This design comes from an exercise in tuning for small area on the open sky130 flow, not from production work.
The RTL was checked by simulation tests, not by an equivalence proof against the original design.
No run shown here takes its clock network from TritonCTS; it comes from the design's own scripts or RTL.
The clock port is modelled as an ideal driver, which makes a skipped or thinned clock tree look cheaper than it is; a real chip needs a root buffer or a tree.
Power figures rest on the tool's default switching activity, not on a simulated workload.

### flow/run.sh
#!/bin/bash
# Own layout flow: the standard synthesis, then the combinational logic
# re-mapped by ABC for area (registers untouched; several ABC scripts are run
# and the smallest netlist is kept), then the standard ORFS layout with small
# port buffers and a one-level clock tree of four buffers (cts_hook.tcl).
set -euo pipefail
here=$(pwd)
R=$here/orfs/results/$FLOW_PLATFORM/pwm_microcontroller/base
YOSYS=${YOSYS_EXE:-$FLOW_HOME/../tools/install/yosys/bin/yosys}
LIB=$FLOW_HOME/platforms/$FLOW_PLATFORM/lib/sky130_fd_sc_hd__tt_025C_1v80.lib

export BUFFER_PORTS_ARGS="-buffer_cell sky130_fd_sc_hd__buf_1"
export PRE_CTS_TCL=$here/flow/cts_hook.tcl
export MY_CTS_GROUPS=4
export MY_CTS_BUF=sky130_fd_sc_hd__buf_6

bash standard.sh synth > $here/standard_synth.log 2>&1
cp $R/1_2_yosys.v $here/1_2_yosys_standard.v

# re-map with each ABC script, four at a time
mkdir -p $here/reabc
for s in $here/flow/abc/*.abc; do
  n=$(basename $s .abc)
  LIB=$LIB NETLIST_IN=$here/1_2_yosys_standard.v NETLIST_OUT=$here/reabc/$n.v \
  ABC_DIR=$here/flow/abc ABC_GLOB=$n.abc STAT_DIR=$here/reabc FLOW_TOP=$FLOW_TOP \
    timeout 900 $YOSYS -c $here/flow/reabc.tcl > $here/reabc/$n.log 2>&1 &
  while [ $(jobs -rp | wc -l) -ge 4 ]; do sleep 1; done
done
wait
best=""; best_area=""
for s in $here/flow/abc/*.abc; do
  n=$(basename $s .abc)
  a=$(grep "best ABC script" $here/reabc/$n.log | sed 's/.*(\(.*\))/\1/' || true)
  [ -n "$a" ] && [ -f $here/reabc/$n.v ] || continue
  echo "$n $a" >> $here/reabc/areas.txt
  if [ -z "$best" ] || awk "BEGIN{exit !($a < $best_area)}"; then best=$n; best_area=$a; fi
done
echo "best: $best $best_area" >> $here/reabc/areas.txt
cp $here/reabc/$best.v $R/1_2_yosys.v
rm -f $R/1_synth.odb $R/1_synth.sdc

bash standard.sh finish > $here/standard_finish.log 2>&1
### flow/abc/n0.abc
strash
&get -n
&deepsyn -T 30 -S 0
&put
strash
&get -n
&dch -f
&nf -a
&put
topo
### flow/abc/n1.abc
strash
&get -n
&deepsyn -T 30 -S 1
&put
strash
&get -n
&dch -f
&nf -a
&put
topo
### flow/abc/n2.abc
strash
&get -n
&deepsyn -T 30 -S 2
&put
strash
&get -n
&dch -f
&nf -a
&put
topo
### flow/abc/n3.abc
strash
&get -n
&deepsyn -T 30 -S 3
&put
strash
&get -n
&dch -f
&nf -a
&put
topo
### flow/abc/s1.abc
strash
balance
rewrite
refactor
balance
rewrite
rewrite -z
balance
refactor -z
rewrite -z
balance
dch -f
amap
topo
### flow/abc/s12.abc
strash
balance
rewrite
refactor
balance
rewrite
rewrite -z
balance
refactor -z
rewrite -z
balance
&get -n
&st
&dch -f
&nf -a -p
&put
topo
### flow/abc/s2.abc
strash
balance
rewrite
refactor
balance
rewrite
rewrite -z
balance
refactor -z
rewrite -z
balance
balance
rewrite
refactor
balance
rewrite
rewrite -z
balance
refactor -z
rewrite -z
balance
dch -f
amap
topo
### flow/abc/s5.abc
strash
dch -f
amap
topo
### flow/abc/s7.abc
strash
ifraig
scorr
dc2
dretime
strash
&get -n
&dch -f
&nf -a
&put
topo
### flow/abc/s8.abc
strash
balance
rewrite
refactor
balance
rewrite
rewrite -z
balance
refactor -z
rewrite -z
balance
dch -f
amap
strash
dch -f
amap
topo
### flow/abc/s9.abc
strash
balance
rewrite
refactor
balance
rewrite
rewrite -z
balance
refactor -z
rewrite -z
balance
dc2
dch -f
amap
topo
### flow/cts_hook.tcl
# PRE_CTS hook: build the clock tree here, with the clock port driving a few
# buffers placed at the centres of balanced clusters of register clock pins,
# and turn the TritonCTS call that follows into a no-op. The rest of the
# ORFS CTS step (legalisation, timing repair) runs as usual.
source [file join [file dirname [info script]] cts_tree.tcl]
my_cts $::env(MY_CTS_GROUPS) $::env(MY_CTS_BUF)
rename clock_tree_synthesis orfs_clock_tree_synthesis
proc clock_tree_synthesis {args} {
  puts "clock tree built by the flow's PRE_CTS hook; TritonCTS not run"
}
### flow/cts_tree.tcl
# Build a one-level clock tree: the clock port drives G buffers, each buffer
# drives the register clock pins of one cluster (k-means on pin positions).
proc my_cts {G master_name} {
  set block [ord::get_db_block]
  set db [ord::get_db]
  set master [$db findMaster $master_name]
  set clk [[$block findBTerm clk] getNet]
  set sinks {}
  foreach it [$clk getITerms] {
    set inst [$it getInst]
    set loc [$inst getLocation]
    set bb [$inst getBBox]
    lappend sinks [list $it [expr ([$bb xMin] + [$bb xMax]) / 2.0] [expr ([$bb yMin] + [$bb yMax]) / 2.0]]
  }
  set n [llength $sinks]
  # initial centres: sinks sorted by x, spread evenly
  set sorted [lsort -real -index 1 $sinks]
  set cx {}; set cy {}
  for {set g 0} {$g < $G} {incr g} {
    set s [lindex $sorted [expr int(($g + 0.5) * $n / $G)]]
    lappend cx [lindex $s 1]; lappend cy [lindex $s 2]
  }
  set cap [expr int(ceil(double($n) / $G))]
  for {set iter 0} {$iter < 30} {incr iter} {
    # balanced assignment: each sink to its nearest centre with room left
    set cnt [lrepeat $G 0]
    set pairs {}
    foreach s $sinks {
      set i [lsearch -exact $sinks $s]
      for {set g 0} {$g < $G} {incr g} {
        set d [expr abs([lindex $s 1] - [lindex $cx $g]) + abs([lindex $s 2] - [lindex $cy $g])]
        lappend pairs [list $d $i $g]
      }
    }
    set asg [lrepeat $n -1]
    foreach p [lsort -real -index 0 $pairs] {
      lassign $p d i g
      if {[lindex $asg $i] >= 0} continue
      if {[lindex $cnt $g] >= $cap} continue
      lset asg $i $g
      lset cnt $g [expr [lindex $cnt $g] + 1]
    }
    set sx [lrepeat $G 0.0]; set sy [lrepeat $G 0.0]
    for {set i 0} {$i < $n} {incr i} {
      set g [lindex $asg $i]
      lset sx $g [expr [lindex $sx $g] + [lindex [lindex $sinks $i] 1]]
      lset sy $g [expr [lindex $sy $g] + [lindex [lindex $sinks $i] 2]]
    }
    for {set g 0} {$g < $G} {incr g} {
      if {[lindex $cnt $g] > 0} {
        lset cx $g [expr [lindex $sx $g] / [lindex $cnt $g]]
        lset cy $g [expr [lindex $sy $g] / [lindex $cnt $g]]
      }
    }
  }
  for {set g 0} {$g < $G} {incr g} {
    set inst [odb::dbInst_create $block $master clkbuf_leaf_$g]
    set net [odb::dbNet_create $block clknet_leaf_$g]
    $net setSigType CLOCK
    [$inst findITerm A] connect $clk
    [$inst findITerm X] connect $net
    $inst setLocation [expr int([lindex $cx $g])] [expr int([lindex $cy $g])]
    $inst setPlacementStatus PLACED
    for {set i 0} {$i < $n} {incr i} {
      if {[lindex $asg $i] == $g} {
        set it [lindex [lindex $sinks $i] 0]
        $it disconnect
        $it connect $net
      }
    }
  }
  global_connect
}
### flow/reabc.tcl
# Re-map the combinational logic of the standard synthesis netlist for area.
# Sequential and tie cells stay as they are, with their instance names.
# Several ABC scripts are tried; the smallest result is kept.
yosys -import
set lib $::env(LIB)
set top $::env(FLOW_TOP)
read_liberty -ignore_miss_func -ignore_miss_dir -setattr liberty_cell $lib
read_verilog $::env(NETLIST_IN)
hierarchy -top $top
setattr -mod -set keep_hierarchy 1 sky130_fd_sc_hd__*df* sky130_fd_sc_hd__conb_1
flatten
opt_clean -purge
design -save base
set dont_use {}
foreach c {sky130_fd_sc_hd__probe_p_8 sky130_fd_sc_hd__probec_p_8 sky130_fd_sc_hd__lpflow_*} {
  lappend dont_use -dont_use $c
}
set best_area 1e18
set best_script ""
foreach s [lsort [glob $::env(ABC_DIR)/$::env(ABC_GLOB)]] {
  design -load base
  abc -liberty $lib -script $s {*}$dont_use $top
  opt_clean -purge
  set f $::env(STAT_DIR)/[file tail [file rootname $s]].stat
  tee -q -o $f stat -liberty $lib $top
  set fh [open $f]; set txt [read $fh]; close $fh
  if {[regexp {Chip area for module[^:]*:\s*([0-9.]+)} $txt -> area]} {
    puts "ABC script [file tail $s]: area $area"
    if {$area < $best_area} {
      set best_area $area
      set best_script $s
      design -save best
    }
  }
}
puts "best ABC script: [file tail $best_script] ($best_area)"
design -load best
read_liberty -lib -overwrite -ignore_miss_dir -setattr liberty_cell $lib
hierarchy -top $top
splitnets
opt_clean -purge
hilomap -singleton -hicell sky130_fd_sc_hd__conb_1 HI -locell sky130_fd_sc_hd__conb_1 LO
insbuf -buf sky130_fd_sc_hd__buf_4 A X
check -assert -mapped
stat -liberty $lib
write_verilog -noattr -nohex -nodec $::env(NETLIST_OUT)
### standard.sh
#!/bin/bash
# synth_recipe.tcl (not shown) runs the flow's synth.tcl, then flattens the netlist and writes it again
# the make line also repeats each setting of config.mk as NAME=value (left out here)
make -C /OpenROAD-flow-scripts/flow DESIGN_CONFIG=/design/flow/config.mk WORK_HOME=/design/flow/orfs CLKGATE_MAP_FILE= SYNTH_SCRIPT=/design/flow/synth_recipe.tcl "${@:-finish}"
### config.mk
export PLATFORM = sky130hd
export DESIGN_NAME = pwm_microcontroller
export DESIGN_NICKNAME = pwm_microcontroller
export VERILOG_FILES = /design/flow/design.v
export SDC_FILE = /design/flow/constraint.sdc
export NUM_CORES = 4
export LEC_CHECK = 0
export CAP_MARGIN = 20
export CORE_MARGIN = 2
export CORE_UTILIZATION = 70
export GPL_TIMING_DRIVEN = 0
export PLACE_DENSITY = 0.8
export SLEW_MARGIN = 20
### constraint.sdc
create_clock -name core_clock -period 10.0 [get_ports {clk}]
set_input_delay 2.0000 -clock core_clock [delete_from_list [all_inputs] [get_ports {clk}]]
set_output_delay 2.0000 -clock core_clock [all_outputs]
set_load 0.01 [all_outputs]
### design.v
module pwm_microcontroller(
    input  clk,
    input  rst,
    input  RX,
    output TX,
    output pwm0,
    output pwm1
);
    reg s1n, s2n;
    always @(posedge clk) begin
        s1n <= ~(rst | RX);
        s2n <= ~rst & s1n;
    end
    wire s2 = ~s2n;
    reg  [1:0] st;
    reg  [6:0] bd;
    reg  [8:0] sr;
    wire idle     = (st == 2'b00) | (st == 2'b10);
    wire start    = (st == 2'b01);
    wire act      = (st == 2'b11);
    wire rx_valid = (st == 2'b10);
    wire term     = ~bd[0] & bd[1] & ~bd[2] & ~bd[3] & ~bd[6];    
    wire stopb    = sr[0];
    always @(posedge clk) begin
        bd <= idle ? 7'b1010101 : (term ? 7'b1000101 : {bd[5:0], (bd[3] ^ bd[6])});
        if (start | (act & term & ~stopb))
            sr <= {act ? s2 : term, sr[8:1]};
        if (rst)
            st <= 2'b00;
        else if (idle)
            st <= s2 ? 2'b00 : 2'b01;
        else if (term) begin
            if (start) st <= s2 ? 2'b00 : 2'b11;
            else if (stopb) st <= s2 ? 2'b10 : 2'b00;
        end
    end
    wire [7:0] rd = sr[8:1];
    reg       waiting, which, sel;
    reg [7:0] dn0, dn1;       
    wire is_ff  = &rd;
    wire is_cmd = (rd[7:2] == 6'd0) & (rd[1] ^ rd[0]);
    wire ack    = rx_valid & (waiting | is_ff);
    wire ld0    = rst | (rx_valid & (waiting ? ~which : is_ff));
    wire ld1    = rst | (rx_valid & (waiting ?  which : is_ff));
    wire [7:0] dnval = ~(rd & {8{waiting & ~rst}});
    always @(posedge clk) begin
        if (rx_valid & ~waiting) which <= rd[1];
        if (ack) sel <= waiting;    
        if (ld0) dn0 <= dnval;
        if (ld1) dn1 <= dnval;
        if (rst)
            waiting <= 1'b0;
        else if (rx_valid)
            waiting <= ~waiting & is_cmd;
    end
    reg [3:0] c;
    reg [6:0] tb;
    reg       txr;
    assign TX = txr;
    wire tidle = (c == 4'd0);
    wire last  = (c == 4'd1);
    wire tterm = tb[0] & tb[1] & tb[3] & tb[4] & tb[6];    
    wire emit  = ~tidle & tterm;
    wire go    = ack & (tidle | (last & tterm));
    wire bitv  = (c[3] & c[1] & c[0]) ? 1'b0 : (c[3] | c[2] | (c[1] & c[0])) ? (c[0] ^ sel) : 1'b1;
    always @(posedge clk) begin
        if (rst)
            c <= 4'd0;
        else if (go)
            c <= 4'd11;
        else if (emit)
            c <= c - 4'd1;
        if (rst)
            txr <= 1'b1;
        else if (emit)
            txr <= bitv;
        tb <= go ? 7'b1101101 : (tterm ? 7'b1000101 : {tb[5:0], ~(tb[3] ^ tb[6])});
    end
    reg [7:0] k;
    reg [5:0] r;
    wire rterm = ~r[0] & ~r[1] & ~r[3] & ~r[5];    
    always @(posedge clk) begin
        if (rst) begin
            k <= 8'd0;
            r <= 6'b011111;
        end else if (rterm) begin
            k <= k + 8'd1;
            r <= (&k[2:0]) ? 6'b011111 : 6'b001111;
        end else begin
            r <= {r[4:0], (r[0] ^ r[5])};
        end
    end
    function le8(input [7:0] dn, input [7:0] q);
        integer i;
        begin
            le8 = 1'b1;
            for (i = 0; i < 8; i = i + 1)
                le8 = (q[i] & dn[i]) | ((q[i] | dn[i]) & le8);
        end
    endfunction
    assign pwm0 = le8(dn0, k);
    assign pwm1 = le8(dn1, k);
endmodule
==> results.tsv, run 1 <==
stage	metric	value	unit
yosys	syn_nets	202	
global_routing	largest net degree at the start of global routing	25	
hold_path	hold depth	1	
floorplanning	num rows	20	
sta	period utilization	0.407	
route	drt first-iter violations	113	
status	run status	timing/DRC/antenna clean	
power_and_ir_drop	Peak VDD IR	177	µV
floorplanning	Die ar.	3800	µm²
sta	Hold Vio Cnt, Final	0	
global_routing	total global-route track usage	0.208	
critical_path	Worst EP arrival	3.83	ns
sta	fmax	0.246	GHz
global_routing	vias in the first global route	1447	
critical_path	CP Max Fanout	24	
power_and_ir_drop	PwrDens	171	nW/µm²
cts	hold buffers post-CTS	0	
critical_path	crit path launch type	input port	
hold_path	HP Class	register to register	
sta	Pins Over Slew Limit	0	
cells_and_area	Seq. cell area	1570	µm²
cts	post_cts resized	0	
sta	worst rel slew slack	0.336	
global_routing	global-route wire length before repair	6.07	mm
route	Vias	1515	
yosys	synthesized cell area	2320	µm²
sta	Tmin final	4.07	ns
sta	# setup viols final	0	
sta	measured slew at the worst slew-check pin	0.996	ns
route	DRC viols	0	
sta	Fin Setup TNS	0	ns
cells_and_area	Multi-input gate area	738	µm²
cells_and_area	Diodes inserted	0	
power_and_ir_drop	Leak	0.791	nW
floorplanning	boundary pin count	6	
power_and_ir_drop	Tot Pwr	417	µW
critical_path	crit-path cells	buf_1, nor2b_1, a21oi_1	
route	Routed WL	3.54	mm
route	wire per inst	14.0	µm
route	drt via density	6.01	
cells_and_area	layout cell share with drive strength beyond 1	0.0192	
critical_path	worst r2r path cells	6	
global_routing	total gr overflow	0	
yosys	Syn Area/Cell	11.7	µm²
critical_path	CP max stage cell	a21oi_1	
critical_path	Worst Setup Path Type	input port to register	
placement	GP Congestion	0.753	
cells_and_area	NumNets Final	213	
global_routing	initial antenna violation count	0	
floorplanning	die width	61.6	µm
critical_path	Data required, critical path	9.76	ns
cells_and_area	area delta synth->final	5.11	%
floorplanning	core area	3100	µm²
cts	Clock Latency Late Sink	0.13	ns
cts	clock-pin slew on the worst setup and hold paths	0.10	ns
sta	RSZ-0062 raised after global routing	no	
cts	Setup Buffers After CTS	0	
sta	clock skew	0.0137	ns
yosys	synth warn	1	
critical_path	element type at the critical path end	register	
placement	DP HPWL	2.47	mm
floorplanning	Starting Density	0.749	
placement	Buffers on Ports	5	
critical_path	delay of the slowest cell on the worst path	0.74	ns
route	ANT nets after route	0	
job	max-cap violation count	0	
route	1st-pass router iterations	4	
floorplanning	die height	61.6	µm
cells_and_area	fillers	210	
yosys	Syn Inst Count	199	
==> worst paths after layout <==
path | from | end | slack [ns]
worst max register to register | r[3]$_SDFF_PP1_ | k[7]$_SDFFE_PP0P_ | 7.68
worst max-delay path | rst | dn0[6]$_DFFE_PP_ | 5.93
worst min-delay path | r[2]$_SDFF_PP1_ | r[3]$_SDFF_PP1_ | 0.42
worst min register to register | r[2]$_SDFF_PP1_ | r[3]$_SDFF_PP1_ | 0.42
==> through the flow <==
stage	setup WS, ns	utilization	hold slack, ns	instances	cell area (µm²)
3_3_place_gp	5.84	0.773	0.396	248	2400
3_5_place_dp	5.76	0.773	0.399	248	2400
5_1_grt	5.69	0.788	0.452	252	2440
2_1_floorplan	6.75	-	0.390	199	2320
4_1_cts	5.75	0.788	0.398	252	2440
6_report	5.93	0.788	0.418	252	2440
==> flip-flops by register name (all words and copies together), names as in the netlist, 2 cells and up <==
register	flops
st	2
r	6
dn1	8
tb	7
c	4
dn0	8
sr	9
k	8
bd	7
==> metal layers <==
| metal | part of all wire | track usage |
|---|---|---|
| met3 | 0.020 | 0.0168 |
| met2 | 0.51 | 0.392 |
| met5 | 0 | 0 |
| met4 | 0.0093 | 0.0182 |
| met1 | 0.46 | 0.271 |
==> final cells by class <==
class | count | area share
Multi-Input combinational cell | 130 | 0.302
Sequential cell | 65 | 0.643
Timing Repair Buffer | 5 | 0.00768
Inverter | 4 | 0.00614
Tap cell | 44 | 0.0225
Buffer | 4 | 0.0184
==> critical path, delay by kind of cell <==
kind	cells	cell delay, ns
compound gates	1	0.74
buf+inv	1	0.72
simple gates	1	0.37
==> report_power, final <==
part | switching [mW] | internal, mW | total, mW
registers | 0.00933 | 0.294 | 0.304
clock network | 0.0579 | 0.0322 | 0.0901
logic | 0.0118 | 0.0113 | 0.0232
total | 0.0791 | 0.338 | 0.417
==> cells in the final DEF, fill, tap and decap left out, types with 2 or more instances in the layout <==
| cell type | n |
|---|---|
| nor2b_1 | 4 |
| nand2b_1 | 5 |
| xnor2_1 | 2 |
| a22oi_1 | 3 |
| and3_1 | 7 |
| o22ai_1 | 5 |
| a21oi_1 | 18 |
| nand4_1 | 3 |
| or3_1 | 5 |
| a31oi_1 | 3 |
| edfxtp_1 | 27 |
| a21o_1 | 2 |
| nor2_1 | 9 |
| nand3_1 | 3 |
| o21a_1 | 4 |
| dfxtp_1 | 38 |
| xor2_1 | 3 |
| clkinv_1 | 4 |
| buf_6 | 4 |
| nand3b_1 | 2 |
| nor3_1 | 7 |
| nand2_1 | 23 |
| a221oi_1 | 2 |
| and2_0 | 2 |
| buf_1 | 5 |
| nor4_1 | 2 |
| o21ai_0 | 7 |
==> run 2, diff against run 1 <==
--- a/design.v
+++ b/design.v
@@ -36,5 +36,5 @@
     end
     wire [7:0] rd = sr[8:1];
-    reg       waiting, which, sel;
+    reg       waiting, which;
     reg [7:0] dn0, dn1;       
     wire is_ff  = &rd;
@@ -45,6 +45,8 @@
     wire [7:0] dnval = ~(rd & {8{waiting & ~rst}});
     always @(posedge clk) begin
-        if (rx_valid & ~waiting) which <= rd[1];
-        if (ack) sel <= waiting;    
+        if (rst)
+            which <= 1'b0;
+        else if (rx_valid)
+            which <= ~waiting & rd[1];
         if (ld0) dn0 <= dnval;
         if (ld1) dn1 <= dnval;
@@ -56,12 +58,10 @@
     reg [3:0] c;
     reg [6:0] tb;
-    reg       txr;
-    assign TX = txr;
-    wire tidle = (c == 4'd0);
-    wire last  = (c == 4'd1);
+    assign TX = which ? ((~c[0] & ~c[1]) | (~c[0] & ~c[3]) | (c[0] & c[1] & c[3]) | (~c[1] & ~c[2] & ~c[3])) : (c[0] | (~c[1] & ~c[2] & ~c[3]));
+    wire tidle = ~c[0] & ~c[1] & ~c[2] & ~c[3];
+    wire last  = c[0] & ~c[1] & ~c[2] & ~c[3];
     wire tterm = tb[0] & tb[1] & tb[3] & tb[4] & tb[6];    
     wire emit  = ~tidle & tterm;
     wire go    = ack & (tidle | (last & tterm));
-    wire bitv  = (c[3] & c[1] & c[0]) ? 1'b0 : (c[3] | c[2] | (c[1] & c[0])) ? (c[0] ^ sel) : 1'b1;
     always @(posedge clk) begin
         if (rst)
@@ -71,8 +71,4 @@
         else if (emit)
             c <= c - 4'd1;
-        if (rst)
-            txr <= 1'b1;
-        else if (emit)
-            txr <= bitv;
         tb <= go ? 7'b1101101 : (tterm ? 7'b1000101 : {tb[5:0], ~(tb[3] ^ tb[6])});
     end
==> flow/abc/da1.abc (new file) <==
strash
&get -n
&deepsyn -T 30 -S 1
&put
strash
&get -n
&dch -f
&nf -a -p -R 1000
&put
topo
==> flow/abc/da2.abc (new file) <==
strash
&get -n
&deepsyn -T 30 -S 2
&put
strash
&get -n
&dch -f
&nf -a -p -R 1000
&put
topo
==> flow/abc/da3.abc (new file) <==
strash
&get -n
&deepsyn -T 30 -S 3
&put
strash
&get -n
&dch -f
&nf -a -p -R 1000
&put
topo
==> flow/abc/dp1.abc (new file) <==
strash
&get -n
&deepsyn -T 30 -S 1
&put
strash
&get -n
&dch -f
&nf -p -R 1000
&put
topo
==> flow/abc/dp2.abc (new file) <==
strash
&get -n
&deepsyn -T 30 -S 2
&put
strash
&get -n
&dch -f
&nf -p -R 1000
&put
topo
==> flow/abc/dp3.abc (new file) <==
strash
&get -n
&deepsyn -T 30 -S 3
&put
strash
&get -n
&dch -f
&nf -p -R 1000
&put
topo
==> flow/abc/dp4.abc (new file) <==
strash
&get -n
&deepsyn -T 30 -S 4
&put
strash
&get -n
&dch -f
&nf -p -R 1000
&put
topo
==> flow/abc/dp5.abc (new file) <==
strash
&get -n
&deepsyn -T 30 -S 5
&put
strash
&get -n
&dch -f
&nf -p -R 1000
&put
topo
==> flow/abc/dp6.abc (new file) <==
strash
&get -n
&deepsyn -T 30 -S 6
&put
strash
&get -n
&dch -f
&nf -p -R 1000
&put
topo
==> flow/abc/f1.abc (new file) <==
strash
balance
rewrite
refactor
balance
rewrite
rewrite -z
balance
refactor -z
rewrite -z
balance
&get -n
&st
&dch -f
&nf -p -R 1000
&put
topo
==> flow/abc/f2.abc (new file) <==
strash
&get -n
&st
&synch2
&dch -f
&nf -a -p -R 1000
&put
topo
removed: flow/abc/n0.abc
removed: flow/abc/n1.abc
removed: flow/abc/n2.abc
removed: flow/abc/n3.abc
removed: flow/abc/s1.abc
removed: flow/abc/s12.abc
removed: flow/abc/s2.abc
removed: flow/abc/s5.abc
removed: flow/abc/s7.abc
removed: flow/abc/s8.abc
removed: flow/abc/s9.abc
==> run 2 against run 1 <==
Still clean. Cell count is 1.2% higher. Flip-flop and latch count is 2 lower. Clock skew is 0.0071 ns lower. Wire length is 4.6% lower. Synthesized area is 2.8% lower. Die area is 2.6% lower. Combinational power is 8% lower. Global-route usage is 1.4 points lower. Synthesized cell count is 1.5% higher. Sequential share of layout area is 0.77 points lower. First-iteration DRC count is 13% higher. Cell area is 2.7% lower. Critical endpoint is now dn1[7]$_DFFE_PP_. Largest cell class unchanged. Largest power group unchanged.
==> results.tsv, run 2 <==
stage	metric	value	unit	change
status	run status	timing/DRC/antenna clean		
route	wire per inst	13.2	µm	-5.7%
cells_and_area	Core Util, Final	0.779		-0.00840
route	DRC viols	0		unchanged
sta	period utilization	0.406		-0.000991
hold_path	HP Class	register to register		
sta	clock skew	0.00662	ns	-0.00711 ns
sta	Pins Over Slew Limit	0		unchanged
placement	DP HPWL	2.42	mm	-2.0%
critical_path	Worst EP arrival	3.82	ns	about the same
global_routing	global-route wire length before repair	5.56	mm	-8.4%
power_and_ir_drop	combinational share of power	0.052		-0.004
critical_path	CP max stage cell	buf_1		
critical_path	FF-to-FF setup slack	7.45	ns	-0.23 ns
cells_and_area	number of flip-flops in the largest register	9		unchanged
sta	# setup viols final	0		unchanged
cells_and_area	commonest non-fill, non-tap cell in the layout	dfxtp_1		
floorplanning	num rows	20		unchanged
cells_and_area	Diodes inserted	0		unchanged
power_and_ir_drop	P_sw	78.1	µW	-1.2%
floorplanning	boundary pin count	6		unchanged
power_and_ir_drop	Leak	0.774	nW	-2.2%
cells_and_area	Biggest register	sr		
route	drt first-iter violations	128		+13%
sta	worst rel slew slack	0.334		-0.00203
sta	fmax	0.246	GHz	+0.24%
floorplanning	Starting Density	0.740		-0.00903
power_and_ir_drop	Peak VDD IR	170	µV	-3.7%
sta	Hold Vio Cnt, Final	0		unchanged
yosys	syn_nets	205		+1.5%
cts	Setup Buffers After CTS	0		unchanged
power_and_ir_drop	Power Internal	328	µW	-2.9%
yosys	Syn Area/Cell	11.2	µm²	-4.2%
route	1st-pass router iterations	4		unchanged
cells_and_area	area delta synth->final	5.26	%	
critical_path	crit path launch type	input port		
floorplanning	die width	60.8	µm	-1.3%
critical_path	CP Max Fanout	25		+4.2%
power_and_ir_drop	Sw Share	0.192		+0.00271
route	drt via density	5.75		-4.4%
floorplanning	core area	3050	µm²	-1.6%
sta	RSZ-0062 raised after global routing	no		
critical_path	element type at the critical path end	register		
global_routing	initial antenna violation count	0		unchanged
power_and_ir_drop	PwrDens	171	nW/µm²	about the same
placement	Buffers on Ports	5		unchanged
placement	GP Congestion	0.779		+3.4%
power_and_ir_drop	Reg power frac	0.731		+0.003
power_and_ir_drop	power share of the clock group	0.216		about the same
yosys	Syn Inst Count	202		+1.5%
global_routing	vias in the first global route	1354		-6.4%
sta	Fin Setup TNS	0	ns	unchanged
sta	Tmin final	4.06	ns	-0.00991 ns
critical_path	Worst Setup Path Type	input port to register		
global_routing	largest net degree at the start of global routing	26		+4.0%
sta	measured slew at the worst slew-check pin	0.999	ns	+0.00305 ns
cells_and_area	most frequent cells in the layout	dfxtp_1 (38), edfxtp_1 (25), nand2_1 (24)		
route	Routed WL	3.38	mm	-4.6%
global_routing	total gr overflow	0		unchanged
floorplanning	Die ar.	3700	µm²	-2.6%
critical_path	delay of the slowest cell on the worst path	0.72	ns	-0.02 ns
route	Vias	1466		-3.2%
cts	post_cts resized	0		unchanged
floorplanning	die height	60.8	µm	-1.3%
critical_path	Data required, critical path	9.76	ns	about the same
global_routing	total global-route track usage	0.193		-0.0144
critical_path	crit-path cells	buf_1, nor2b_1, a21oi_1		
route	ANT nets after route	0		unchanged
cts	Clock Latency Late Sink	0.13	ns	about the same
cts	hold buffers post-CTS	0		unchanged
cts	clock-pin slew on the worst setup and hold paths	0.09	ns	about the same
yosys	synthesized cell area	2260	µm²	-2.8%
job	max-cap violation count	0		unchanged
cells_and_area	layout cell share with drive strength beyond 1	0.0190		-0.000273
cells_and_area	NumNets Final	216		+1.4%
yosys	synth warn	1		unchanged
## run 2: stage by stage
step                      power, mW  std cells  hold WS [ns]  worst slack [ns]  instance area (µm²)
final                         0.406        255         0.431              5.94                 2380
after CTS                     0.394        255         0.408              5.82                 2380
after detailed placement      0.324        251         0.406              5.82                 2330
after global placement        0.319        251         0.397              5.92                 2330
after floorplan               0.315        202         0.386              6.75                 2260
after global routing          0.421        255         0.461              5.74                 2380
## run 2: worst paths after layout
check                       to             from  depth (start not counted)
max reg2reg  k[7]$_SDFFE_PP0P_  r[0]$_SDFF_PP1_                          8
min reg2reg    r[3]$_SDFF_PP1_  r[2]$_SDFF_PP1_                          1
min            r[3]$_SDFF_PP1_  r[2]$_SDFF_PP1_                          1
max           dn1[7]$_DFFE_PP_              rst                          3
## run 2: critical path: cells and delay by family
kind / cells / cell delay [ns]
simple gates: 1 / 0.37
compound gates: 1 / 0.72
buf+inv: 1 / 0.72
## run 2: power by group through the flow
stage | clock, mW | combinational (mW) | sequential, mW
floorplan | 0 | 0.0166 | 0.298
global placement | 0 | 0.0198 | 0.300
detailed placement | 0 | 0.0214 | 0.302
CTS | 0.0698 | 0.0217 | 0.303
global route | 0.0971 | 0.0245 | 0.299
finish | 0.0878 | 0.0213 | 0.297
## run 2: routing by layer
metal / vias to the layer above / routed length (µm) / track usage
met5: - / 0 / 0
met4: 0 / 48 / 0.0217
met3: 4 / 127 / 0.0213
met2: 21 / 1720 / 0.386
met1: 684 / 1480 / 0.228
li1: 757 / - / -
## run 2: final cells by class
cell class | count | area, µm²
sequential | 63 | 1510
multi-input combinational | 138 | 744
fill | 217 | 674
tap | 44 | 55.1
buffer | 4 | 45.0
timing repair buffer | 5 | 18.8
inverter | 1 | 3.75
==> run 3, diff against run 2 <==
--- a/design.v
+++ b/design.v
@@ -16,8 +16,8 @@
     reg  [6:0] bd;
     reg  [8:0] sr;
-    wire idle     = (st == 2'b00) | (st == 2'b10);
-    wire start    = (st == 2'b01);
-    wire act      = (st == 2'b11);
-    wire rx_valid = (st == 2'b10);
+    wire idle     = (st == 2'b01) | (st == 2'b11);
+    wire start    = (st == 2'b00);
+    wire act      = (st == 2'b10);
+    wire rx_valid = (st == 2'b11);
     wire term     = ~bd[0] & bd[1] & ~bd[2] & ~bd[3] & ~bd[6];    
     wire stopb    = sr[0];
@@ -27,10 +27,10 @@
             sr <= {act ? s2 : term, sr[8:1]};
         if (rst)
-            st <= 2'b00;
+            st <= 2'b01;
         else if (idle)
-            st <= s2 ? 2'b00 : 2'b01;
+            st <= s2 ? 2'b01 : 2'b00;
         else if (term) begin
-            if (start) st <= s2 ? 2'b00 : 2'b11;
-            else if (stopb) st <= s2 ? 2'b10 : 2'b00;
+            if (start) st <= s2 ? 2'b01 : 2'b10;
+            else if (stopb) st <= s2 ? 2'b11 : 2'b01;
         end
     end
@@ -58,15 +58,14 @@
     reg [3:0] c;
     reg [6:0] tb;
-    assign TX = which ? ((~c[0] & ~c[1]) | (~c[0] & ~c[3]) | (c[0] & c[1] & c[3]) | (~c[1] & ~c[2] & ~c[3])) : (c[0] | (~c[1] & ~c[2] & ~c[3]));
-    wire tidle = ~c[0] & ~c[1] & ~c[2] & ~c[3];
-    wire last  = c[0] & ~c[1] & ~c[2] & ~c[3];
+    assign TX = which ? ((~c[0] & ~c[1]) | (~c[0] & ~c[2]) | (~c[0] & ~c[3]) | (c[0] & c[1] & c[2] & c[3]) | (~c[1] & ~c[3])) : (c[0] | (~c[1] & ~c[3]));
+    wire tidle = ~c[0] & ~c[1] & ~c[3];
     wire tterm = tb[0] & tb[1] & tb[3] & tb[4] & tb[6];    
     wire emit  = ~tidle & tterm;
-    wire go    = ack & (tidle | (last & tterm));
+    wire go    = ack & (~c[0] | tterm);
     always @(posedge clk) begin
         if (rst)
-            c <= 4'd0;
+            c <= 4'd4;
         else if (go)
-            c <= 4'd11;
+            c <= 4'd15;
         else if (emit)
             c <= c - 4'd1;
--- a/flow/run.sh
+++ b/flow/run.sh
@@ -3,5 +3,5 @@
 # re-mapped by ABC for area (registers untouched; several ABC scripts are run
 # and the smallest netlist is kept), then the standard ORFS layout with small
-# port buffers and a one-level clock tree of four buffers (cts_hook.tcl).
+# port buffers and a one-level clock tree of two buffers (cts_hook.tcl).
 set -euo pipefail
 here=$(pwd)
@@ -12,6 +12,6 @@
 export BUFFER_PORTS_ARGS="-buffer_cell sky130_fd_sc_hd__buf_1"
 export PRE_CTS_TCL=$here/flow/cts_hook.tcl
-export MY_CTS_GROUPS=4
-export MY_CTS_BUF=sky130_fd_sc_hd__buf_6
+export MY_CTS_GROUPS=2
+export MY_CTS_BUF=sky130_fd_sc_hd__buf_12
 
 bash standard.sh synth > $here/standard_synth.log 2>&1
==> run 3 against run 2 <==
Cell area is 0.79% lower. Register-to-register slack better by 0.02 ns. Total power is 1.3% higher. Synthesized area is 0.61% lower. Combinational power is 21% higher. Clock skew is 0.0043 ns lower. Critical path depth stayed put. Global-route usage is 1.8 points higher. Sequential share of layout area is 0.51 points higher. Core utilization is 0.61 points lower. Synthesized cell count is 0.99% lower. Critical endpoint is now dn0[0]$_DFFE_PP_. Largest cell class unchanged. Largest power group unchanged.
==> results.tsv, run 3 <==
stage	metric	value	unit	change
placement	Buffers on Ports	5		unchanged
floorplanning	Die ar.	3680	µm²	-0.56%
cells_and_area	NumNets Final	212		-1.9%
sta	fmax	0.245	GHz	-0.43%
route	drt first-iter violations	98		-23%
critical_path	crit-path cells	buf_1, nor2b_1, a21oi_1		
global_routing	largest net degree at the start of global routing	33		+27%
sta	worst rel slew slack	0.307		-0.0271
cells_and_area	number of flip-flops in the largest register	9		unchanged
critical_path	crit path launch type	input port		
power_and_ir_drop	PwrDens	174	nW/µm²	+2.1%
sta	Hold Vio Cnt, Final	0		unchanged
yosys	syn_nets	203		-0.98%
cts	Setup Buffers After CTS	0		unchanged
yosys	Syn Inst Count	200		-0.99%
sta	Fin Setup TNS	0	ns	unchanged
yosys	synthesized cell area	2250	µm²	-0.61%
route	Routed WL	3.58	mm	+6.1%
route	DRC viols	0		unchanged
critical_path	element type at the critical path end	register		
floorplanning	num rows	20		unchanged
critical_path	CP max stage cell	buf_1		
global_routing	total global-route track usage	0.211		+0.0179
yosys	Syn Area/Cell	11.2	µm²	+0.38%
critical_path	RR Startpoint	r[0]$_SDFF_PP1_		
sta	# setup viols final	0		unchanged
sta	RSZ-0062 raised after global routing	no		
route	Vias	1468		+0.14%
sta	Tmin final	4.08	ns	+0.0175 ns
hold_path	HP Class	register to register		
floorplanning	die height	60.6	µm	-0.28%
sta	period utilization	0.408		+0.00175
global_routing	global-route wire length before repair	5.93	mm	+6.6%
power_and_ir_drop	Peak VDD IR	126	µV	-26%
sta	hold_ws	0.422	ns	-0.00941 ns
power_and_ir_drop	Tot Pwr	411	µW	+1.3%
placement	GP Congestion	0.803		+3.1%
cts	post_cts resized	0		unchanged
floorplanning	die width	60.6	µm	-0.28%
cells_and_area	most frequent cells in the layout	dfxtp_1 (38), edfxtp_1 (25), nand2_1 (24)		
cts	hold buffers post-CTS	0		unchanged
hold_path	hold path startpoint	r[2]$_SDFF_PP1_		
critical_path	Worst Setup Path Type	input port to register		
critical_path	delay of the slowest cell on the worst path	0.75	ns	+0.03 ns
floorplanning	boundary pin count	6		unchanged
route	ANT nets after route	0		unchanged
floorplanning	Starting Density	0.736		-0.00451
power_and_ir_drop	Leak	0.746	nW	-3.6%
critical_path	CP Max Fanout	25		unchanged
cts	clock-pin slew on the worst setup and hold paths	0.11	ns	+0.02 ns
global_routing	initial antenna violation count	0		unchanged
critical_path	Data required, critical path	9.78	ns	+0.02 ns
cells_and_area	Biggest register	sr		
critical_path	critical path startpoint	rst		
status	run status	timing/DRC/antenna clean		
placement	DP HPWL	2.51	mm	+3.8%
yosys	synth warn	1		unchanged
cells_and_area	Diodes inserted	0		unchanged
sta	measured slew at the worst slew-check pin	1.04	ns	+0.0407 ns
critical_path	Worst EP arrival	3.86	ns	+0.04 ns
cells_and_area	layout cell share with drive strength beyond 1	0.00966		-0.00930
sta	Pins Over Slew Limit	0		unchanged
cells_and_area	commonest non-fill, non-tap cell in the layout	dfxtp_1		
route	wire per inst	14.3	µm	+7.8%
route	drt via density	5.85		+1.7%
route	1st-pass router iterations	4		unchanged
global_routing	vias in the first global route	1362		+0.59%
sta	clock skew	0.00232	ns	-0.00430 ns
cells_and_area	area delta synth->final	5.07	%	
floorplanning	core area	3050	µm²	unchanged
job	max-cap violation count	0		unchanged
cts	Clock Latency Late Sink	0.14	ns	about the same
global_routing	total gr overflow	0		unchanged
==> run 3: path summary, 6_finish.rpt <==
check	endpoint	slack, ns	cells after the start
max	dn0[0]$_DFFE_PP_	5.92	3
min	r[3]$_SDFF_PP1_	0.42	1
max reg2reg	k[7]$_SDFFE_PP0P_	7.47	7
min reg2reg	r[3]$_SDFF_PP1_	0.42	1
==> run 3: area by class of cell <==
cell class                      count  area [µm²]
Timing Repair Buffer                5        18.8
Buffer                              2        40.0
Tap cell                           44        55.1
Multi-Input combinational cell    135         727
Fill cell                         222         693
Sequential cell                    63        1510
Inverter                            2        7.51
==> run 3: per-layer routing <==
metal / up-vias / GRT usage / wire length [µm]
li1: 748 / - / -
met1: 691 / 0.262 / 1540
met2: 21 / 0.401 / 1880
met3: 8 / 0.0171 / 81
met4: 0 / 0.0466 / 80
met5: - / 0 / 0
==> run 3: per-stage QoR <==
step	setup WS, ns	cells	cell area [µm²]	utilization
6_report	5.92	251	2360	0.773
3_5_place_dp	5.77	249	2320	0.760
2_1_floorplan	6.79	200	2250	-
5_1_grt	5.66	251	2360	0.773
3_3_place_gp	5.91	249	2320	0.760
4_1_cts	5.75	251	2360	0.773
==> run 3: power by group <==
part,internal (mW),switching (mW)
clock,0.0327,0.0570
combinational,0.0122,0.0136
sequential,0.286,0.0102
total,0.331,0.0808
==> run 3: worst max-delay path: cells and delay by family <==
family | cells | cell delay (ns)
AND/OR/NAND/NOR | 1 | 0.35
AO/OA/AOI/OAI | 1 | 0.75
buffers and inverters | 1 | 0.75
==> run 4, diff against run 3 <==
==> flow/abc/da1.abc (replaced) <==
strash
&get -n
&deepsyn -T 45 -S 1
&put
strash
&get -n
&dch -f
&nf -a -p -R 1000
&put
topo
==> flow/abc/da2.abc (replaced) <==
strash
&get -n
&deepsyn -T 45 -S 2
&put
strash
&get -n
&dch -f
&nf -a -p -R 1000
&put
topo
==> flow/abc/da3.abc (replaced) <==
strash
&get -n
&deepsyn -T 45 -S 3
&put
strash
&get -n
&dch -f
&nf -a -p -R 1000
&put
topo
==> flow/abc/da4.abc (new file) <==
strash
&get -n
&deepsyn -T 45 -S 4
&put
strash
&get -n
&dch -f
&nf -a -p -R 1000
&put
topo
==> flow/abc/dp1.abc (replaced) <==
strash
&get -n
&deepsyn -T 45 -S 1
&put
strash
&get -n
&dch -f
&nf -p -R 1000
&put
topo
==> flow/abc/dp2.abc (replaced) <==
strash
&get -n
&deepsyn -T 45 -S 2
&put
strash
&get -n
&dch -f
&nf -p -R 1000
&put
topo
==> flow/abc/dp3.abc (replaced) <==
strash
&get -n
&deepsyn -T 45 -S 3
&put
strash
&get -n
&dch -f
&nf -p -R 1000
&put
topo
==> flow/abc/dp4.abc (replaced) <==
strash
&get -n
&deepsyn -T 45 -S 4
&put
strash
&get -n
&dch -f
&nf -p -R 1000
&put
topo
==> flow/abc/dp5.abc (replaced) <==
strash
&get -n
&deepsyn -T 45 -S 5
&put
strash
&get -n
&dch -f
&nf -p -R 1000
&put
topo
==> flow/abc/dp6.abc (replaced) <==
strash
&get -n
&deepsyn -T 45 -S 6
&put
strash
&get -n
&dch -f
&nf -p -R 1000
&put
topo
==> flow/abc/dp7.abc (new file) <==
strash
&get -n
&deepsyn -T 45 -S 7
&put
strash
&get -n
&dch -f
&nf -p -R 1000
&put
topo
==> flow/abc/dp8.abc (new file) <==
strash
&get -n
&deepsyn -T 45 -S 8
&put
strash
&get -n
&dch -f
&nf -p -R 1000
&put
topo
==> run 4 against run 3 <==
Cell count stayed put. Flip-flop and latch count stayed put. Via count stayed put. Sequential power hardly changed. Wire length stayed put. Combinational power hardly changed.
==> results.tsv, run 4 <==
stage	metric	value	unit	change
cells_and_area	fillers	222		unchanged
critical_path	Worst Setup Path Type	input port to register		
global_routing	global-route wire length before repair	5.93	mm	unchanged
placement	GP Congestion	0.803		unchanged
cts	post_cts resized	0		unchanged
hold_path	HP Class	register to register		
critical_path	CP Max Fanout	25		unchanged
yosys	Syn Area/Cell	11.2	µm²	unchanged
global_routing	initial antenna violation count	0		unchanged
sta	Tmin final	4.08	ns	unchanged
cells_and_area	Diodes inserted	0		unchanged
sta	clock skew	0.00232	ns	unchanged
critical_path	element type at the critical path end	register		
sta	Fin Setup TNS	0	ns	unchanged
floorplanning	boundary pin count	6		unchanged
route	Routed WL	3.58	mm	unchanged
sta	worst rel slew slack	0.307		unchanged
sta	measured slew at the worst slew-check pin	1.04	ns	unchanged
global_routing	total global-route track usage	0.211		unchanged
power_and_ir_drop	Peak VDD IR	126	µV	unchanged
placement	Buffers on Ports	5		unchanged
cells_and_area	number of flip-flops in the largest register	9		unchanged
sta	# setup viols final	0		unchanged
cells_and_area	NumNets Final	212		unchanged
route	1st-pass router iterations	4		unchanged
cells_and_area	most frequent cells in the layout	dfxtp_1 (38), edfxtp_1 (25), nand2_1 (24)		
critical_path	Worst EP arrival	3.86	ns	about the same
cts	Clock Latency Late Sink	0.14	ns	about the same
sta	period utilization	0.408		unchanged
placement	DP HPWL	2.51	mm	unchanged
route	Vias	1468		unchanged
route	DRC viols	0		unchanged
floorplanning	die height	60.6	µm	unchanged
power_and_ir_drop	Tot Pwr	411	µW	unchanged
critical_path	Data required, critical path	9.78	ns	about the same
sta	RSZ-0062 raised after global routing	no		
critical_path	FF-to-FF setup slack	7.47	ns	about the same
route	wire per inst	14.3	µm	unchanged
yosys	synthesized cell area	2250	µm²	unchanged
cells_and_area	layout cell share with drive strength beyond 1	0.00966		unchanged
sta	Hold Vio Cnt, Final	0		unchanged
cells_and_area	commonest non-fill, non-tap cell in the layout	dfxtp_1		
cts	clock-pin slew on the worst setup and hold paths	0.11	ns	about the same
route	ANT nets after route	0		unchanged
sta	hold_ws	0.422	ns	unchanged
cts	hold buffers post-CTS	0		unchanged
floorplanning	num rows	20		unchanged
floorplanning	core area	3050	µm²	unchanged
sta	fmax	0.245	GHz	unchanged
floorplanning	Die ar.	3680	µm²	unchanged
power_and_ir_drop	PwrDens	174	nW/µm²	unchanged
floorplanning	Starting Density	0.736		unchanged
critical_path	crit path launch type	input port		
route	drt via density	5.85		unchanged
cts	Setup Buffers After CTS	0		unchanged
global_routing	total gr overflow	0		unchanged
sta	Pins Over Slew Limit	0		unchanged
cells_and_area	area delta synth->final	5.07	%	unchanged
route	drt first-iter violations	98		unchanged
global_routing	vias in the first global route	1362		unchanged
status	run status	timing/DRC/antenna clean		
yosys	syn_nets	203		unchanged
power_and_ir_drop	Leak	0.746	nW	unchanged
job	max-cap violation count	0		unchanged
global_routing	largest net degree at the start of global routing	33		unchanged
yosys	Syn Inst Count	200		unchanged
cells_and_area	Biggest register	sr		
yosys	synth warn	1		unchanged
floorplanning	die width	60.6	µm	unchanged
-- run 4: final timing paths --
| path | cells after the start | end | startpoint |
|---|---|---|---|
| max reg2reg | 7 | k[7]$_SDFFE_PP0P_ | r[0]$_SDFF_PP1_ |
| min | 1 | r[3]$_SDFF_PP1_ | r[2]$_SDFF_PP1_ |
| min reg2reg | 1 | r[3]$_SDFF_PP1_ | r[2]$_SDFF_PP1_ |
| max | 3 | dn0[0]$_DFFE_PP_ | rst |
-- run 4: worst max-delay path: stages --
cell and delay (ns):
buf_1 0.75, nor2b_1 0.35, a21oi_1 0.75
-- run 4: report_power, final --
| part | total (mW) | switching, mW | internal (mW) |
|---|---|---|---|
| clock | 0.0897 | 0.0570 | 0.0327 |
| combinational | 0.0258 | 0.0136 | 0.0122 |
| sequential | 0.296 | 0.0102 | 0.286 |
-- run 4: cell type report --
type / instances / area, µm² / area share
flip-flops and latches: 63 / 1510 / 0.641
multi-input cells: 135 / 727 / 0.308
plain buffers: 2 / 40.0 / 0.0170
repair buffers: 5 / 18.8 / 0.00795
inverters: 2 / 7.51 / 0.00318
well taps: 44 / 55.1 / 0.0233
-- run 4: per-layer routing --
| metal | routed length (µm) | global-route usage | vias up |
|---|---|---|---|
| li1 | - | - | 748 |
| met1 | 1540 | 0.262 | 691 |
| met2 | 1880 | 0.401 | 21 |
| met3 | 81 | 0.0171 | 8 |
| met4 | 80 | 0.0466 | 0 |
| met5 | 0 | 0 | - |
-- run 4: per-stage QoR --
stage | instances | cell area [µm²] | utilization | setup slack (ns)
after floorplan | 200 | 2250 | - | 6.79
after global placement | 249 | 2320 | 0.760 | 5.91
after detailed placement | 249 | 2320 | 0.760 | 5.77
after CTS | 251 | 2360 | 0.773 | 5.75
after global routing | 251 | 2360 | 0.773 | 5.66
final | 251 | 2360 | 0.773 | 5.92
==> run 5, diff against run 4 <==
==> flow/run.sh (replaced) <==
#!/bin/bash
# Own layout flow: the standard synthesis, then the combinational logic
# re-mapped by ABC for area (registers untouched): several ABC scripts are run
# on the netlist and the smallest result is kept, for a few rounds, each round
# starting from the previous round's best. Then the standard ORFS layout with
# small port buffers and a one-level clock tree of two buffers (cts_hook.tcl).
set -euo pipefail
here=$(pwd)
R=$here/orfs/results/$FLOW_PLATFORM/pwm_microcontroller/base
YOSYS=${YOSYS_EXE:-$FLOW_HOME/../tools/install/yosys/bin/yosys}
LIB=$FLOW_HOME/platforms/$FLOW_PLATFORM/lib/sky130_fd_sc_hd__tt_025C_1v80.lib
ROUNDS=3

export BUFFER_PORTS_ARGS="-buffer_cell sky130_fd_sc_hd__buf_1"
export PRE_CTS_TCL=$here/flow/cts_hook.tcl
export MY_CTS_GROUPS=2
export MY_CTS_BUF=sky130_fd_sc_hd__buf_12

bash standard.sh synth > $here/standard_synth.log 2>&1
cp $R/1_2_yosys.v $here/1_2_yosys_standard.v

# one round: re-map $1 with each ABC script, four at a time, into reabc/$2;
# prints the best netlist and its area
reabc_round() {
  local in=$1 d=$here/reabc/$2
  mkdir -p $d
  for s in $here/flow/abc/*.abc; do
    local n=$(basename $s .abc)
    LIB=$LIB NETLIST_IN=$in NETLIST_OUT=$d/$n.v \
    ABC_DIR=$here/flow/abc ABC_GLOB=$n.abc STAT_DIR=$d FLOW_TOP=$FLOW_TOP \
      timeout 900 $YOSYS -c $here/flow/reabc.tcl > $d/$n.log 2>&1 &
    while [ $(jobs -rp | wc -l) -ge 4 ]; do sleep 1; done
  done
  wait
  local best="" best_area=""
  for s in $here/flow/abc/*.abc; do
    local n=$(basename $s .abc) a
    a=$(grep "best ABC script" $d/$n.log | sed 's/.*(\(.*\))/\1/' || true)
    [ -n "$a" ] && [ -f $d/$n.v ] || continue
    echo "$n $a" >> $d/areas.txt
    if [ -z "$best" ] || awk "BEGIN{exit !($a < $best_area)}"; then best=$n; best_area=$a; fi
  done
  echo "$d/$best.v $best_area"
}

cur=$here/1_2_yosys_standard.v
cur_area=1e18
for r in $(seq 1 $ROUNDS); do
  read -r nv na < <(reabc_round $cur round$r)
  echo "round $r: $nv $na" >> $here/reabc/summary.txt
  if awk "BEGIN{exit !($na < $cur_area)}"; then cur=$nv; cur_area=$na; fi
done
echo "kept: $cur $cur_area" >> $here/reabc/summary.txt
cp $cur $R/1_2_yosys.v
rm -f $R/1_synth.odb $R/1_synth.sdc

bash standard.sh finish > $here/standard_finish.log 2>&1
==> run 5 against run 4 <==
Register-to-register slack barely moved. Total power rose by 0.84%. Maximum frequency up 0.16%. Global-route usage up 0.19 points. Via count is 2.4% higher. Core utilization is 0.33 points lower. Worst hold slack better by 0.022 ns. Clock skew rose by 0.0024 ns. Critical path type unchanged.
==> results.tsv, run 5 <==
stage	metric	value	unit	change
status	run status	timing/DRC/antenna clean		
route	drt via density	6.09		+4.0%
cells_and_area	number of flip-flops in the largest register	9		unchanged
yosys	Syn Area/Cell	11.4	µm²	+1.6%
critical_path	Data required, critical path	9.79	ns	about the same
cts	hold buffers post-CTS	0		unchanged
cells_and_area	fillers	231		+4.1%
placement	GP Congestion	0.749		-6.7%
global_routing	total global-route track usage	0.213		+0.00191
critical_path	RR Startpoint	r[5]$_SDFF_PP0_		
power_and_ir_drop	Leak	0.747	nW	about the same
cells_and_area	most frequent cells in the layout	dfxtp_1 (38), edfxtp_1 (25), nand2_1 (20)		
placement	placed cell area	2310	µm²	-0.43%
sta	Pins Over Slew Limit	0		unchanged
yosys	syn_nets	199		-2.0%
sta	clock skew	0.00469	ns	+0.00237 ns
critical_path	critical path startpoint	rst		
critical_path	element type at the critical path end	register		
yosys	synth warn	1		unchanged
cells_and_area	Seq. cell area	1510	µm²	unchanged
global_routing	global-route wire length before repair	6.04	mm	+2.0%
cells_and_area	layout cell share with drive strength beyond 1	0.00985		+0.000190
sta	period utilization	0.407		-0.000671
sta	Hold Vio Cnt, Final	0		unchanged
cts	Clock Latency Late Sink	0.14	ns	about the same
critical_path	Worst EP arrival	3.86	ns	about the same
global_routing	largest net degree at the start of global routing	33		unchanged
sta	# setup viols final	0		unchanged
power_and_ir_drop	Peak VDD IR	165	µV	+31%
route	wire per inst	14.3	µm	-0.11%
sta	RSZ-0062 raised after global routing	no		
sta	worst rel slew slack	0.299		-0.00824
route	1st-pass router iterations	4		unchanged
critical_path	crit-path cells	buf_1, nor2_1, a21oi_1		
route	drt first-iter violations	67		-32%
job	max-cap violation count	0		unchanged
route	Routed WL	3.52	mm	-1.7%
sta	Tmin final	4.07	ns	-0.00671 ns
hold_path	hold depth	1		unchanged
floorplanning	die width	60.5	µm	-0.21%
yosys	Syn Inst Count	196		-2.0%
cells_and_area	area delta synth->final	5.09	%	about the same
route	Vias	1503		+2.4%
cts	Setup Buffers After CTS	0		unchanged
cts	post_cts resized	0		unchanged
critical_path	crit path launch type	input port		
global_routing	vias in the first global route	1399		+2.7%
floorplanning	core area	3050	µm²	unchanged
floorplanning	Die ar.	3660	µm²	-0.43%
placement	Buffers on Ports	5		unchanged
floorplanning	boundary pin count	6		unchanged
critical_path	delay of the slowest cell on the worst path	0.76	ns	about the same
cells_and_area	Diodes inserted	0		unchanged
global_routing	initial antenna violation count	0		unchanged
floorplanning	Starting Density	0.732		-0.00328
global_routing	total gr overflow	0		unchanged
cells_and_area	Biggest register	sr		
critical_path	CP max stage cell	buf_1		
floorplanning	num rows	20		unchanged
placement	DP HPWL	2.50	mm	-0.62%
cts	clock-pin slew on the worst setup and hold paths	0.11	ns	about the same
sta	fmax	0.246	GHz	+0.16%
critical_path	Worst Setup Path Type	input port to register		
route	ANT nets after route	0		unchanged
hold_path	hold path startpoint	r[2]$_SDFF_PP1_		
cells_and_area	Multi-input gate area	713	µm²	-1.9%
critical_path	worst r2r path cells	7		unchanged
route	DRC viols	0		unchanged
sta	Fin Setup TNS	0	ns	unchanged
critical_path	CP Max Fanout	25		unchanged
cells_and_area	NumNets Final	208		-1.9%
cells_and_area	commonest non-fill, non-tap cell in the layout	dfxtp_1		
sta	measured slew at the worst slew-check pin	1.05	ns	+0.0124 ns
yosys	synthesized cell area	2240	µm²	-0.45%
floorplanning	die height	60.5	µm	-0.21%
power_and_ir_drop	PwrDens	177	nW/µm²	+1.3%
hold_path	HP Class	register to register		
cells_and_area	cell area after layout	2350	µm²	-0.42%
## run 5: path summary, 6_finish.rpt
kind	endpoint	slack (ns)
max reg2reg	k[7]$_SDFFE_PP0P_	7.48
min	r[3]$_SDFF_PP1_	0.44
max	dn1[0]$_DFFE_PP_	5.93
min reg2reg	r[3]$_SDFF_PP1_	0.44
## run 5: stage by stage
stage | setup WS, ns | utilization | power (mW) | hold slack, ns | instances
final | 5.93 | 0.770 | 0.415 | 0.444 | 247
after global routing | 5.68 | 0.770 | 0.430 | 0.471 | 247
after CTS | 5.77 | 0.770 | 0.400 | 0.414 | 247
after detailed placement | 5.80 | 0.757 | 0.329 | 0.406 | 245
after global placement | 5.90 | 0.757 | 0.323 | 0.396 | 245
after floorplan | 6.75 | - | 0.318 | 0.390 | 196
## run 5: per-layer routing
layer  routed length, µm  track usage
met2                1840        0.385
met4                  95       0.0776
met3                  60       0.0192
met5                   0            0
met1                1520        0.269
## run 5: final cells by class
class | count | area share
flip-flops and latches | 63 | 0.643
multi-input cells | 130 | 0.304
well taps | 44 | 0.0234
plain buffers | 2 | 0.0170
repair buffers | 5 | 0.00799
inverters | 3 | 0.00479
## run 5: worst max-delay path: cells and delay by family
| family | cells | cell delay (ns) |
|---|---|---|
| simple gates | 1 | 0.36 |
| compound gates | 1 | 0.73 |
| buf+inv | 1 | 0.76 |
## run 5: power breakdown
part           switching [mW]  internal [mW]
clock                  0.0594         0.0327
sequential             0.0101          0.286
combinational          0.0145         0.0123
==> run 6, diff against run 5 <==
--- a/flow/run.sh
+++ b/flow/run.sh
@@ -2,6 +2,6 @@
 # Own layout flow: the standard synthesis, then the combinational logic
 # re-mapped by ABC for area (registers untouched): several ABC scripts are run
-# on the netlist and the smallest result is kept, for a few rounds, each round
-# starting from the previous round's best. Then the standard ORFS layout with
+# on the netlist and the smallest result is kept, for up to six rounds, each
+# round starting from the previous round's best, until a round gains nothing. Then the standard ORFS layout with
 # small port buffers and a one-level clock tree of two buffers (cts_hook.tcl).
 set -euo pipefail
@@ -10,5 +10,5 @@
 YOSYS=${YOSYS_EXE:-$FLOW_HOME/../tools/install/yosys/bin/yosys}
 LIB=$FLOW_HOME/platforms/$FLOW_PLATFORM/lib/sky130_fd_sc_hd__tt_025C_1v80.lib
-ROUNDS=3
+ROUNDS=6
 
 export BUFFER_PORTS_ARGS="-buffer_cell sky130_fd_sc_hd__buf_1"
@@ -49,5 +49,5 @@
   read -r nv na < <(reabc_round $cur round$r)
   echo "round $r: $nv $na" >> $here/reabc/summary.txt
-  if awk "BEGIN{exit !($na < $cur_area)}"; then cur=$nv; cur_area=$na; fi
+  if awk "BEGIN{exit !($na < $cur_area)}"; then cur=$nv; cur_area=$na; else break; fi
 done
 echo "kept: $cur $cur_area" >> $here/reabc/summary.txt
==> run 6 against run 5 <==
First-iteration DRC count stayed put. Die area is the same. Core utilization is the same. Synthesized area is the same. Total power unchanged. Sequential power about the same. Register-to-register slack hardly changed. Clock power is essentially flat. Maximum frequency unchanged.
==> results.tsv, run 6 <==
stage	metric	value	unit	change
status	run status	timing/DRC/antenna clean		
critical_path	Worst EP arrival	3.86	ns	about the same
route	DRC viols	0		unchanged
global_routing	initial antenna violation count	0		unchanged
hold_path	HP Class	register to register		
sta	RSZ-0062 raised after global routing	no		
yosys	Syn Inst Count	196		unchanged
cells_and_area	NumNets Final	208		unchanged
cells_and_area	cell area after layout	2350	µm²	unchanged
job	max-cap violation count	0		unchanged
power_and_ir_drop	Peak VDD IR	165	µV	unchanged
sta	fmax	0.246	GHz	unchanged
power_and_ir_drop	Power Internal	331	µW	unchanged
cts	hold buffers post-CTS	0		unchanged
power_and_ir_drop	power share of the clock group	0.222		about the same
cells_and_area	layout cell share with drive strength beyond 1	0.00985		unchanged
cts	post_cts resized	0		unchanged
cells_and_area	fillers	231		unchanged
sta	period utilization	0.407		unchanged
power_and_ir_drop	combinational share of power	0.065		about the same
power_and_ir_drop	Sw Share	0.202		unchanged
floorplanning	boundary pin count	6		unchanged
yosys	Syn Area/Cell	11.4	µm²	unchanged
power_and_ir_drop	PwrDens	177	nW/µm²	unchanged
sta	PnR worst setup slack	5.93	ns	unchanged
cells_and_area	commonest non-fill, non-tap cell in the layout	dfxtp_1		
route	wire per inst	14.3	µm	unchanged
cells_and_area	number of flip-flops in the largest register	9		unchanged
placement	pre-CTS WS	5.80	ns	unchanged
route	1st-pass router iterations	4		unchanged
sta	measured slew at the worst slew-check pin	1.05	ns	unchanged
route	Routed WL	3.52	mm	unchanged
cells_and_area	area delta synth->final	5.09	%	unchanged
yosys	synthesized cell area	2240	µm²	unchanged
sta	Fin Setup TNS	0	ns	unchanged
power_and_ir_drop	P_sw	83.9	µW	unchanged
sta	Tmin final	4.07	ns	unchanged
cts	Clock Latency Late Sink	0.14	ns	about the same
sta	Hold Vio Cnt, Final	0		unchanged
cells_and_area	Biggest register	sr		
sta	Pins Over Slew Limit	0		unchanged
critical_path	Worst Setup Path Type	input port to register		
floorplanning	core area	3050	µm²	unchanged
cells_and_area	most frequent cells in the layout	dfxtp_1 (38), edfxtp_1 (25), nand2_1 (20)		
critical_path	CP Max Fanout	25		unchanged
placement	DP HPWL	2.50	mm	unchanged
floorplanning	Die ar.	3660	µm²	unchanged
route	drt via density	6.09		unchanged
cells_and_area	Diodes inserted	0		unchanged
floorplanning	die height	60.5	µm	unchanged
global_routing	total global-route track usage	0.213		unchanged
power_and_ir_drop	Reg power frac	0.713		about the same
floorplanning	num rows	20		unchanged
placement	Buffers on Ports	5		unchanged
sta	worst rel slew slack	0.299		unchanged
floorplanning	die width	60.5	µm	unchanged
placement	placed cell area	2310	µm²	unchanged
critical_path	Data required, critical path	9.79	ns	about the same
floorplanning	Starting Density	0.732		unchanged
sta	# setup viols final	0		unchanged
yosys	syn_nets	199		unchanged
critical_path	element type at the critical path end	register		
placement	GP Congestion	0.749		unchanged
route	Vias	1503		unchanged
critical_path	FF-to-FF setup slack	7.48	ns	about the same
global_routing	global-route wire length before repair	6.04	mm	unchanged
global_routing	total gr overflow	0		unchanged
critical_path	crit path launch type	input port		
global_routing	largest net degree at the start of global routing	33		unchanged
route	drt first-iter violations	67		unchanged
cts	Setup Buffers After CTS	0		unchanged
route	ANT nets after route	0		unchanged
yosys	synth warn	1		unchanged
global_routing	vias in the first global route	1399		unchanged
power_and_ir_drop	Leak	0.747	nW	unchanged
sta	clock skew	0.00469	ns	unchanged
cts	clock-pin slew on the worst setup and hold paths	0.11	ns	about the same
[run 6: final timing paths]
kind | endpoint | cells past startpoint | startpoint
setup / recovery | dn1[0]$_DFFE_PP_ | 3 | rst
hold reg to reg | r[3]$_SDFF_PP1_ | 1 | r[2]$_SDFF_PP1_
hold / removal | r[3]$_SDFF_PP1_ | 1 | r[2]$_SDFF_PP1_
setup reg to reg | k[7]$_SDFFE_PP0P_ | 7 | r[5]$_SDFF_PP0_
[run 6: final cells by class]
| cell class | count | area [µm²] | share of cell area |
|---|---|---|---|
| Inverter | 3 | 11.3 | 0.00479 |
| Tap cell | 44 | 55.1 | 0.0234 |
| Multi-Input combinational cell | 130 | 713 | 0.304 |
| Sequential cell | 63 | 1510 | 0.643 |
| Timing Repair Buffer | 5 | 18.8 | 0.00799 |
| Buffer | 2 | 40.0 | 0.0170 |
[run 6: layer usage]
layer	global-route usage	part of all wire	up-vias
li1	-	-	740
met1	0.269	0.43	735
met2	0.385	0.52	18
met3	0.0192	0.017	10
met4	0.0776	0.027	0
met5	0	0	-
[run 6: power groups by stage]
| stage | Sequential (mW) | Clock (mW) | Combinational [mW] |
|---|---|---|---|
| detailed placement | 0.302 | 0 | 0.0270 |
| floorplan | 0.298 | 0 | 0.0199 |
| global placement | 0.300 | 0 | 0.0234 |
| global route | 0.299 | 0.101 | 0.0309 |
| CTS | 0.302 | 0.0705 | 0.0271 |
| finish | 0.296 | 0.0921 | 0.0268 |
[run 6: critical path, stage by stage]
cell	delay, ns
buf_1	0.76
nor2_1	0.36
a21oi_1	0.73
[run 6: metrics by stage]
stage	cells	hold slack, ns	total power, mW	utilization
after floorplan	196	0.390	0.318	-
after global placement	245	0.396	0.323	0.757
after detailed placement	245	0.406	0.329	0.757
after CTS	247	0.414	0.400	0.770
after global routing	247	0.471	0.430	0.770
final	247	0.444	0.415	0.770

port drivers added, routing unchanged:
No port has a modelled driver above. Below, the same layouts with a new extraction and two added sets of constraints.
Step 1 sets driving cells, clkbuf_16 on the clock port and buf_2 on the other inputs (assumed; they add their load-dependent delay and slew).
Step 2 times the ports against the registers' clock, not the clock port: input delays grow and output delays shrink by t, the midpoint of the rising clock arrivals with the driver on.
a / b / c = no drivers / after step 1 / after step 2; a / b = the first two.
run | t (ns) | setup WS [ns] | worst hold slack (ns) | worst setup path after step 2 | worst data-port slew with drivers (ns)
run 1 | 0.175 | 5.930 / 5.954 / 5.779 | 0.418 / 0.418 / 0.418 | input to register | 0.03
run 2 | 0.183 | 5.940 / 5.971 / 5.788 | 0.431 / 0.431 / 0.431 | input to register | 0.03
run 3 | 0.184 | 5.923 / 5.940 / 5.756 | 0.422 / 0.422 / 0.422 | input to register | 0.03
run 4 | 0.184 | 5.923 / 5.940 / 5.756 | 0.422 / 0.422 / 0.422 | input to register | 0.03
run 5 | 0.193 | 5.929 / 5.949 / 5.756 | 0.444 / 0.444 / 0.444 | input to register | 0.03
run 6 | 0.193 | 5.929 / 5.949 / 5.756 | 0.444 / 0.444 / 0.444 | input to register | 0.03
After both steps every run listed still meets setup and hold.
